What follows belongs to an exercise in optimizing a design on an open flow for small area; a production flow would make more cautious choices. At most, simulation tests tie the RTL to the original design; equivalence was not proved. No activity file was given, so power comes from the tool's default toggle rates.

==> trial 84 <==
==> flow/design.v (excerpt) <==
module avalonBus
(
	input wire clk,
	input wire n_rst,
	input wire slave_read,
	input wire slave_write,
	input wire [31:0] slave_writedata,
	input wire [31:0] slave_addr,
	output reg [31:0] slave_readdata,
	input wire [31:0] master_readdata,
	output reg master_read,
	output reg master_write,
	output reg [31:0] master_addr,
	output reg [31:0] master_writedata,
	output reg sobel_complete
);
clock: 12.0 ns
lec_check: 0
cap_margin: 20
core_margin: 2
core_utilization: 40
cts_buf_list: sky130_fd_sc_hd__clkbuf_8
cts_cluster_diameter: 50
cts_cluster_size: 16
place_density: 0.6
slew_margin: 20
run.sh (not shown) runs the stock make flow with config.mk's settings and CLKGATE_MAP_FILE= SYNTH_SCRIPT=/design/flow/synth_recipe.tcl, a recipe that flattens the netlist after the stock synthesis.
==> build 95 (differences from trial 84) <==
--- a/flow/design.v
+++ b/flow/design.v
@@ -23,46 +23,53 @@
 			add32[i] = x[i] ^ y[i] ^ c;
 			c = (x[i] & y[i]) | (c & (x[i] ^ y[i]));
 		end
 	end
 endfunction
 localparam [1:0] S_IDLE = 2'd0, S_READ = 2'd1, S_WRITE = 2'd2;
 reg [1:0] s_state;
-reg [31:0] startpixel, endpixel;
+reg [31:0] start_q, end_q;
+reg start_set, end_set;
+wire [31:0] startpixel = start_set ? start_q : 32'd0;
+wire [31:0] endpixel = end_set ? end_q : 32'd0;
 reg status, control;
 wire a_hi0 = (slave_addr[31:3] == 29'd0);
 wire a1 = a_hi0 && slave_addr[2:0] == 3'd1;
 wire a2 = a_hi0 && slave_addr[2:0] == 3'd2;
 wire a3 = a_hi0 && slave_addr[2:0] == 3'd3;
 wire a4 = a_hi0 && slave_addr[2:0] == 3'd4;
 always_ff @(posedge clk, negedge n_rst) begin
 	if (!n_rst) begin
 		s_state <= S_IDLE;
-		startpixel <= 32'd0;
-		endpixel <= 32'd0;
+		start_set <= 1'b0;
+		end_set <= 1'b0;
 		status <= 1'b0;
 		control <= 1'b0;
 	end else begin
 		case (s_state)
 		S_IDLE: begin
 			if (slave_write && (a1 || a2 || a4)) s_state <= S_WRITE;
 			else if (slave_read && a3) s_state <= S_READ;
 			else if (slave_write && a3) s_state <= S_WRITE;
 		end
 		S_READ: if (!(slave_read && a3)) s_state <= S_IDLE;
 		default: s_state <= S_IDLE;
 		endcase
 		if (s_state == S_WRITE) begin
-			if (a1) startpixel <= slave_writedata;
-			if (a2) endpixel <= slave_writedata;
+			if (a1) start_set <= 1'b1;
+			if (a2) end_set <= 1'b1;
 			if (a3) status <= slave_writedata[0];
 			if (a4) control <= slave_writedata[0];
 		end
 	end
 end
+always_ff @(posedge clk) begin
+	if (s_state == S_WRITE && a1) start_q <= slave_writedata;
+	if (s_state == S_WRITE && a2) end_q <= slave_writedata;
+end
 always_comb begin
 	slave_readdata = 32'd0;
 	slave_readdata[0] = (s_state == S_READ) && a3 && status;
 end
 localparam [3:0] C_IDLE = 4'd0, C_GPA = 4'd1, C_FETCH = 4'd2, C_PREWAIT = 4'd3,
 	C_STORE = 4'd4, C_GRAY = 4'd5, C_WAIT2 = 4'd6, C_GSM = 4'd7, C_CHKOUT = 4'd8,
 	C_STOREOUT = 4'd9, C_CHKDONE = 4'd10, C_DONE = 4'd11, C_ENDDONE = 4'd12;
@@ -141,62 +148,60 @@
 wire m_wr = (m_state == M_WRITE) || (m_state == M_WD);
 always_comb begin
 	master_read = (m_state == M_READ) || (m_state == M_RD1);
 	master_write = m_wr;
 	master_addr = m_rd ? calc_address : (m_wr ? write_addr : 32'd0);
 	master_writedata = m_wr ? out_pixel : 32'd0;
 end
-localparam [4:0] W_IDLE = 5'd0, W_CALC1 = 5'd1, W_DONE1 = 5'd2, W_CALC2 = 5'd3, W_DONE2 = 5'd4,
-	W_CALC3 = 5'd5, W_DONE3 = 5'd6, W_INCDEC = 5'd7, W_DONEINCDEC = 5'd8, W_NR1 = 5'd9,
-	W_DONEN1 = 5'd10, W_NR2 = 5'd11, W_DONEN2 = 5'd12, W_INCROW = 5'd13, W_DONEINCROW = 5'd14,
-	W_DONE = 5'd15, W_ENDDONE = 5'd16;
+localparam [4:0] W_IDLE = 5'd0, W_CALC1 = 5'd1, W_CALC2 = 5'd2, W_CALC3 = 5'd3, W_INCDEC = 5'd4,
+	W_NR1 = 5'd5, W_NR2 = 5'd6, W_INCROW = 5'd7, W_DONE = 5'd8,
+	W_DONE1 = 5'd17, W_DONE2 = 5'd18, W_DONE3 = 5'd19, W_DONEINCDEC = 5'd20,
+	W_DONEN1 = 5'd21, W_DONEN2 = 5'd22, W_DONEINCROW = 5'd23, W_ENDDONE = 5'd24;
 reg [4:0] w_state;
-reg [7:0] col_cnt;
-reg [8:0] row_cnt;
+reg [8:0] col3;
+reg [12:0] row15;
 reg [1:0] matrix_cnt;
 reg [31:0] calc_q;
 reg w_edge;
 reg w_incdec;
 reg w_adp;
 reg get_addr;
-wire w_is_done = (w_state == W_DONE1) || (w_state == W_DONE2) || (w_state == W_DONE3) ||
-	(w_state == W_DONEINCDEC) || (w_state == W_DONEN1) || (w_state == W_DONEN2) ||
-	(w_state == W_DONEINCROW) || (w_state == W_ENDDONE);
+wire w_is_done = w_state[4];
 assign addr_done = w_is_done || ((w_state == W_IDLE) && w_adp);
 assign image_done = (w_state == W_ENDDONE) || (w_state == W_DONE);
 reg next_edge;
 always_comb begin
 	next_edge = w_edge;
 	if (w_state == W_IDLE && nx_pixel_en && w_edge) next_edge = 1'b0;
 	if (w_state == W_INCDEC && !w_adp) begin
-		if (!w_incdec && col_cnt == 8'd159) next_edge = 1'b1;
-		if (w_incdec && col_cnt == 8'd0) next_edge = 1'b1;
+		if (!w_incdec && col3 == 9'd477) next_edge = 1'b1;
+		if (w_incdec && col3 == 9'd0) next_edge = 1'b1;
 	end
 end
 wire trig = nx_pixel_en || get_addr;
 wire upd = !w_adp && (((w_state == W_CALC1 || w_state == W_NR1) && trig) ||
 	((w_state == W_CALC2 || w_state == W_CALC3 || w_state == W_NR2) && nx_pixel_en));
 wire m0 = (matrix_cnt == 2'd0);
 wire first = (w_state == W_CALC1) && m0;
 wire big = m0 && (w_state == W_CALC2 || w_state == W_CALC3 || w_state == W_NR1);
-wire [31:0] row15 = add32({19'd0, row_cnt, 4'd0}, ~{23'd0, row_cnt}, 1'b1);
-wire [31:0] col3 = add32({23'd0, col_cnt, 1'b0}, {24'd0, col_cnt}, 1'b0);
-wire [31:0] offs_w = add32({14'd0, row15[12:0], 5'd0}, {22'd0, col3[9:0]}, 1'b0);
+wire [31:0] offs_w = add32({14'd0, row15, 5'd0}, {23'd0, col3}, 1'b0);
+wire [31:0] col3_step = add32({23'd0, col3}, w_incdec ? 32'hFFFFFFFD : 32'd3, 1'b0);
+wire [31:0] row15_inc = add32({19'd0, row15}, 32'd15, 1'b0);
 wire [17:0] offs = offs_w[17:0];
 wire [17:0] incv = big ? ((w_state == W_NR1 && w_incdec) ? 18'd475 : 18'd478) : 18'd1;
 wire [31:0] add_a = first ? startpixel : calc_q;
 wire [17:0] add_b = first ? offs : incv;
-wire [31:0] add_s = add32(add_a, {14'd0, add_b}, 1'b0);
+wire [31:0] add_s;   
 assign calc_address = calc_q;
 always_ff @(posedge clk) if (upd) calc_q <= add_s;
 always_ff @(posedge clk, negedge n_rst) begin
 	if (!n_rst) begin
 		w_state <= W_IDLE;
-		col_cnt <= 8'd0;
-		row_cnt <= 9'd0;
+		col3 <= 9'd0;
+		row15 <= 13'd0;
 		matrix_cnt <= 2'd0;
 		w_edge <= 1'b0;
 		w_incdec <= 1'b0;
 		w_adp <= 1'b0;
 		get_addr <= 1'b0;
 	end else begin
 		w_adp <= addr_done;
@@ -213,45 +218,37 @@
 		end
 		W_CALC1: if (upd) begin
 			get_addr <= 1'b0;
 			w_state <= (matrix_cnt == 2'd2) ? W_DONE2 : W_DONE1;
 		end
 		W_CALC2: if (upd) w_state <= (matrix_cnt == 2'd2) ? W_DONE3 : W_DONE2;
 		W_CALC3: if (upd) begin
-			if (row_cnt == 9'd477 && col_cnt == 8'd0 && matrix_cnt == 2'd2) w_state <= W_ENDDONE;
+			if (row15 == 13'd7155 && col3 == 9'd0 && matrix_cnt == 2'd2) w_state <= W_ENDDONE;
 			else w_state <= (matrix_cnt == 2'd2) ? W_DONEINCDEC : W_DONE3;
 		end
 		W_NR1: if (upd) begin
 			get_addr <= 1'b0;
 			w_state <= (matrix_cnt == 2'd2) ? W_DONEN2 : W_DONEN1;
 		end
 		W_NR2: if (upd) w_state <= (matrix_cnt == 2'd2) ? W_DONEINCROW : W_DONEN2;
 		W_INCDEC: if (!w_adp) begin
 			w_state <= W_IDLE;
 			if (!w_incdec) begin
-				if (col_cnt == 8'd159) begin col_cnt <= 8'd157; w_incdec <= 1'b1; end
-				else col_cnt <= col_cnt + 8'd1;
+				if (col3 == 9'd477) begin col3 <= 9'd471; w_incdec <= 1'b1; end
+				else col3 <= col3_step[8:0];
 			end else begin
-				if (col_cnt == 8'd0) begin col_cnt <= 8'd2; w_incdec <= 1'b0; end
-				else col_cnt <= col_cnt - 8'd1;
+				if (col3 == 9'd0) begin col3 <= 9'd6; w_incdec <= 1'b0; end
+				else col3 <= col3_step[8:0];
 			end
 		end
 		W_INCROW: if (!w_adp) begin
-			row_cnt <= row_cnt + 9'd1;
+			row15 <= row15_inc[12:0];
 			w_state <= W_IDLE;
 		end
-		W_DONE1: w_state <= W_CALC1;
-		W_DONE2: w_state <= W_CALC2;
-		W_DONE3: w_state <= W_CALC3;
-		W_DONEINCDEC: w_state <= W_INCDEC;
-		W_DONEN1: w_state <= W_NR1;
-		W_DONEN2: w_state <= W_NR2;
-		W_DONEINCROW: w_state <= W_INCROW;
-		W_ENDDONE: w_state <= W_DONE;
-		default: ;
+		default: w_state[4] <= 1'b0;
 		endcase
 	end
 end
 reg [1:0] word_ph;        
 reg [7:0] carry;          
 reg [2:0] g_cnt;          
 assign gray_en = store_en && (word_ph == 2'd2);
@@ -293,15 +290,16 @@
 		else if (word_ph == 2'd1) carry <= p1;
 	end
 end
 localparam [3:0] B_IDLE = 4'd0, B_FILL1 = 4'd1, B_FILL2 = 4'd2, B_FILL3 = 4'd3, B_FILL4 = 4'd4,
 	B_FILL5 = 4'd5, B_FILL6 = 4'd6, B_INC = 4'd7, B_DEC = 4'd8, B_SHIFT = 4'd9, B_SHIFTC = 4'd10;
 reg [3:0] b_state;
 reg [2:0] counter;
-reg shift_en, b_incdec, edge_found, shift_done, cs_prev;
+reg shift_en, b_incdec, edge_found, shift_done;
+wire cs_prev = (c_state == C_GSM);
 reg cs;
 reg fill_r;
 reg [3:0] b_next;
 reg [2:0] n_counter;
 reg n_shift_en, n_incdec, n_edge_found, n_shift_done;
 assign compute_sobel = cs;
 assign fill = fill_r;
@@ -379,42 +377,38 @@
 	if (!n_rst) begin
 		b_state <= B_IDLE;
 		counter <= 3'd0;
 		shift_en <= 1'b0;
 		b_incdec <= 1'b1;
 		edge_found <= 1'b0;
 		shift_done <= 1'b0;
-		cs_prev <= 1'b0;
 	end else begin
 		b_state <= b_next;
 		counter <= n_counter;
 		shift_en <= n_shift_en;
 		b_incdec <= n_incdec;
 		edge_found <= n_edge_found;
 		shift_done <= n_shift_done;
-		cs_prev <= cs;
 	end
 end
 wire [2:0][7:0][7:0] cb;
 reg [1:0] rot;
-reg sv_q;
+wire sv_q = (c_state == C_CHKOUT) && shift_en;
 wire [1:0] rot_dec = (rot == 2'd0) ? 2'd2 : rot - 2'd1;
 wire fill_hi = (b_state == B_FILL1) || (b_state == B_FILL2) || (b_state == B_FILL3);
 wire fill_lo = (b_state == B_FILL4) || (b_state == B_FILL5) || (b_state == B_FILL6);
 wire [2:0] fill_row;
 assign fill_row[2] = (b_state == B_FILL1) || (b_state == B_FILL4);
 assign fill_row[1] = (b_state == B_FILL2) || (b_state == B_FILL5);
 assign fill_row[0] = (b_state == B_FILL3) || (b_state == B_FILL6);
 wire do_shift = (b_state == B_SHIFT);
 always_ff @(posedge clk, negedge n_rst) begin
 	if (!n_rst) begin
 		rot <= 2'd0;
-		sv_q <= 1'b0;
 	end else begin
-		sv_q <= do_shift;
 		if (sv_q) rot <= rot_dec;
 	end
 end
 wire [2:0] fill_phys;
 assign fill_phys[0] = (rot == 2'd0) ? fill_row[0] : (rot == 2'd1) ? fill_row[2] : fill_row[1];
 assign fill_phys[1] = (rot == 2'd0) ? fill_row[1] : (rot == 2'd1) ? fill_row[0] : fill_row[2];
 assign fill_phys[2] = (rot == 2'd0) ? fill_row[2] : (rot == 2'd1) ? fill_row[1] : fill_row[0];
@@ -451,22 +445,20 @@
 	assign yq[gp] = cb[gp][wcol];
 end
 endgenerate
 function automatic [7:0] pick(input [2:0] s, input [2:0][7:0] q);
 	pick = ({8{s[0]}} & q[0]) | ({8{s[1]}} & q[1]) | ({8{s[2]}} & q[2]);
 endfunction
 wire [7:0] x2 = pick(l2, yq), x1 = pick(l1, yq), x0 = pick(l0, yq);
-wire [31:0] pw = add32({24'd0, x2}, {24'd0, x1}, 1'b0);
-wire [31:0] qw = add32({24'd0, x1}, {24'd0, x0}, 1'b0);
-wire [31:0] dw = add32({24'd0, x2}, ~{24'd0, x0}, 1'b1);
-wire [10:0] cp = {2'b00, pw[8:0]};
-wire [10:0] cq = {2'b00, qw[8:0]};
-wire [10:0] cd = {{2{dw[8]}}, dw[8:0]};
-wire [10:0] xu = j0 ? cp : (j1 ? cd : cq);
-wire [10:0] xv = j0 ? cq : (j1 ? cd : cp);
+wire [31:0] aw = add32({24'd0, x2}, j1 ? ~{24'd0, x0} : {24'd0, x1}, j1);
+wire [31:0] bw = add32({24'd0, x1}, {24'd0, x0}, 1'b0);
+wire [10:0] ca = aw[10:0];
+wire [10:0] cb2 = {2'b00, bw[8:0]};
+wire [10:0] xu = j2 ? cb2 : ca;
+wire [10:0] xv = j0 ? cb2 : ca;
 wire nu = j2;
 wire nv = !j0;
 reg [10:0] acc_u, acc_v;
 wire [31:0] su = add32({21'd0, j0 ? 11'd0 : acc_u}, {21'd0, xu ^ {11{nu}}}, nu);
 wire [31:0] sv = add32({21'd0, j0 ? 11'd0 : acc_v}, {21'd0, xv ^ {11{nv}}}, nv);
 always_ff @(posedge clk) begin
 	acc_u <= su[10:0];
@@ -478,34 +470,39 @@
 assign sobel_pixel = outside63(su[10:0]) || outside63(sv[10:0]);
 localparam [2:0] O_IDLE = 3'd0, O_CHECK = 3'd1, O_FULL = 3'd2, O_WRITE = 3'd3, O_DONE = 3'd4;
 reg [2:0] o_state;
 reg [31:0] sr;
 reg sr_pend, sr_bit;
 reg [5:0] buffcnt;
 reg [4:0] ccnt;
-reg [8:0] rcnt;
+reg [11:0] rcnt5;    
 reg [31:0] curr_addr;
 wire full = (buffcnt == 6'd32);
 wire nextcol = (ccnt == 5'd19);
-wire odd = rcnt[0];
-wire [31:0] r5 = add32({21'd0, rcnt, 2'b00}, {23'd0, rcnt}, 1'b0);
+wire odd = rcnt5[0];
+wire [11:0] r5 = rcnt5;
+wire [31:0] r5_inc = add32({20'd0, rcnt5}, 32'd5, 1'b0);
 wire [31:0] evw = add32({20'd0, r5[11:0]}, {27'd0, ccnt}, 1'b0);
 wire [31:0] odw = add32(32'd5, ~{27'd0, ccnt}, 1'b1);
 wire [29:0] ob = odd ? odw[29:0] : {18'd0, evw[11:0]};
 wire [31:0] oa = odd ? curr_addr : endpixel;
-wire [31:0] osw = add32({2'b00, oa[31:2]}, {2'b00, ob}, 1'b0);
-wire [31:0] oadd_s = {osw[29:0], oa[1:0]};
+wire winsel = (c_state == C_GPA) || (c_state == C_FETCH);
+wire [31:0] sh_a = winsel ? add_a : oa;
+wire [31:0] sh_b = winsel ? {14'd0, add_b} : {ob, 2'b00};
+wire [31:0] sh_s = add32(sh_a, sh_b, 1'b0);
+assign add_s = sh_s;
+wire [31:0] oadd_s = sh_s;
 assign out_full = (o_state == O_FULL);
 assign out_empty = (o_state == O_WRITE);
 always_ff @(posedge clk, negedge n_rst) begin
 	if (!n_rst) begin
 		o_state <= O_IDLE;
 		buffcnt <= 6'd0;
 		ccnt <= 5'd0;
-		rcnt <= 9'd0;
+		rcnt5 <= 12'd0;
 	end else begin
 		case (o_state)
 		O_IDLE: begin
 			if (img_done) o_state <= O_DONE;
 			else if (out_en) o_state <= O_CHECK;
 		end
 		O_CHECK: o_state <= full ? O_FULL : O_IDLE;
@@ -514,15 +511,15 @@
 		default: ;
 		endcase
 		if (out_en) begin
 			buffcnt <= full ? 6'd1 : buffcnt + 6'd1;
 		end
 		if (out_en && nextcol) ccnt <= 5'd0;
 		else if (write_out_enable) ccnt <= nextcol ? 5'd1 : ccnt + 5'd1;
-		if (nextcol) rcnt <= rcnt + 9'd1;
+		if (nextcol) rcnt5 <= r5_inc[11:0];
 	end
 end
 always_ff @(posedge clk) begin
 	sr_pend <= out_en;
 	sr_bit <= (c_state == C_CHKOUT) ? sobel_pixel : store_out_pix;
 	if (sr_pend) sr <= {sr_bit, sr[31:1]};
 	if (write_out_enable && !img_done) curr_addr <= oadd_s;
==> flow/flow/run.sh (new file) <==
#!/bin/bash
# The standard layout (standard.sh, standard synthesis unchanged), with:
#  - port buffers made from the smallest buffer cell (buf_1);
#  - a clock tree of clkbuf_4 in clusters of at most 10 sinks, without dummy loads;
#  - the synthesized tie cell kept as one cell (no per-load tie cells).
# make's full output goes to standard_flow.log; ORFS keeps each step's log under orfs/logs.
set -euo pipefail
bash standard.sh "BUFFER_PORTS_ARGS=-buffer_cell sky130_fd_sc_hd__buf_1" \
  "CTS_ARGS=-sink_clustering_enable -repair_clock_nets -dont_use_dummy_load -buf_list sky130_fd_sc_hd__clkbuf_4 -sink_clustering_size 10 -sink_clustering_max_diameter 40" \
  SKIP_REPAIR_TIE_FANOUT=1 finish > standard_flow.log 2>&1
==> flow/standard.sh (new file) <==
#!/bin/bash
# synth_recipe.tcl (not shown) runs the flow's synth.tcl, then flattens the netlist and writes it again
# the make line also repeats each setting of config.mk as NAME=value (left out here)
make -C /OpenROAD-flow-scripts/flow DESIGN_CONFIG=/design/flow/config.mk WORK_HOME=/design/flow/orfs CLKGATE_MAP_FILE= SYNTH_SCRIPT=/design/flow/synth_recipe.tcl "${@:-finish}"
==> flow/config.mk (replaced) <==
export PLATFORM = sky130hd
export DESIGN_NAME = avalonBus
export DESIGN_NICKNAME = avalonBus
export VERILOG_FILES = /design/flow/design.v
export SDC_FILE = /design/flow/constraint.sdc
export NUM_CORES = 4
export LEC_CHECK = 0
export CAP_MARGIN = 0
export CORE_MARGIN = 2
export CORE_UTILIZATION = 55
export PLACE_DENSITY = 0.75
export SLEW_MARGIN = 0
removed: flow/run.sh
==> notes <==
Of trial 84 and build 95, trial 84 has the higher combinational power (gap about 22%, measured against build 95).
Of trial 84 and build 95, build 95 has the higher clock skew (gap 0.078 ns).
Of build 95 and trial 84, build 95 has the higher clock-buffer cell count (gap 16).
Final area: trial 84 is higher than build 95 (12%).
Between build 95 and trial 84, the lower setup slack is in build 95 (gap 0.30 ns).
Of build 95 and trial 84, trial 84 has the higher synthesized cell count (gap 8.0%, measured against trial 84).
Synthesized area: trial 84 is larger than build 95 (5.6%).
Against trial 84, the hold slack of build 95 is worse by 0.041 ns.
Of build 95 and trial 84, build 95 has the higher non-clock buffer count (gap 29).
Of trial 84 and build 95, build 95 has the higher first-iteration DRC count (gap 14%, measured against build 95).
No functional check of the RTL was part of trial 84.

## static timing again, ports no longer ideal
The flow's constraints put no driver on any port. The routed layouts listed below were extracted and timed again, unchanged, in two steps.
Step 1: set_driving_cell puts a clkbuf_16 on clk and a buf_2 on each other input, an assumption about the parent block.
Step 2, shift: input delay + t, output delay - t, t = (earliest + latest rising clock arrival at the registers) / 2. This alone moves slack from input paths to output paths.
Slacks: no drivers / after step 1 / after step 2; pairs: no drivers / after step 1.
run	t (ns)	slack for setup (ns)	worst setup path after step 2	clock arrival spread, ns	worst slew at a driven data input, ns
trial 84	0.697	0.516 / 0.516 / 0.516	register to register	0.029 / 0.029	0.08
build 95	0.829	0.216 / 0.216 / 0.216	register to register	0.123 / 0.123	0.08
After both steps every run listed still meets setup and hold.
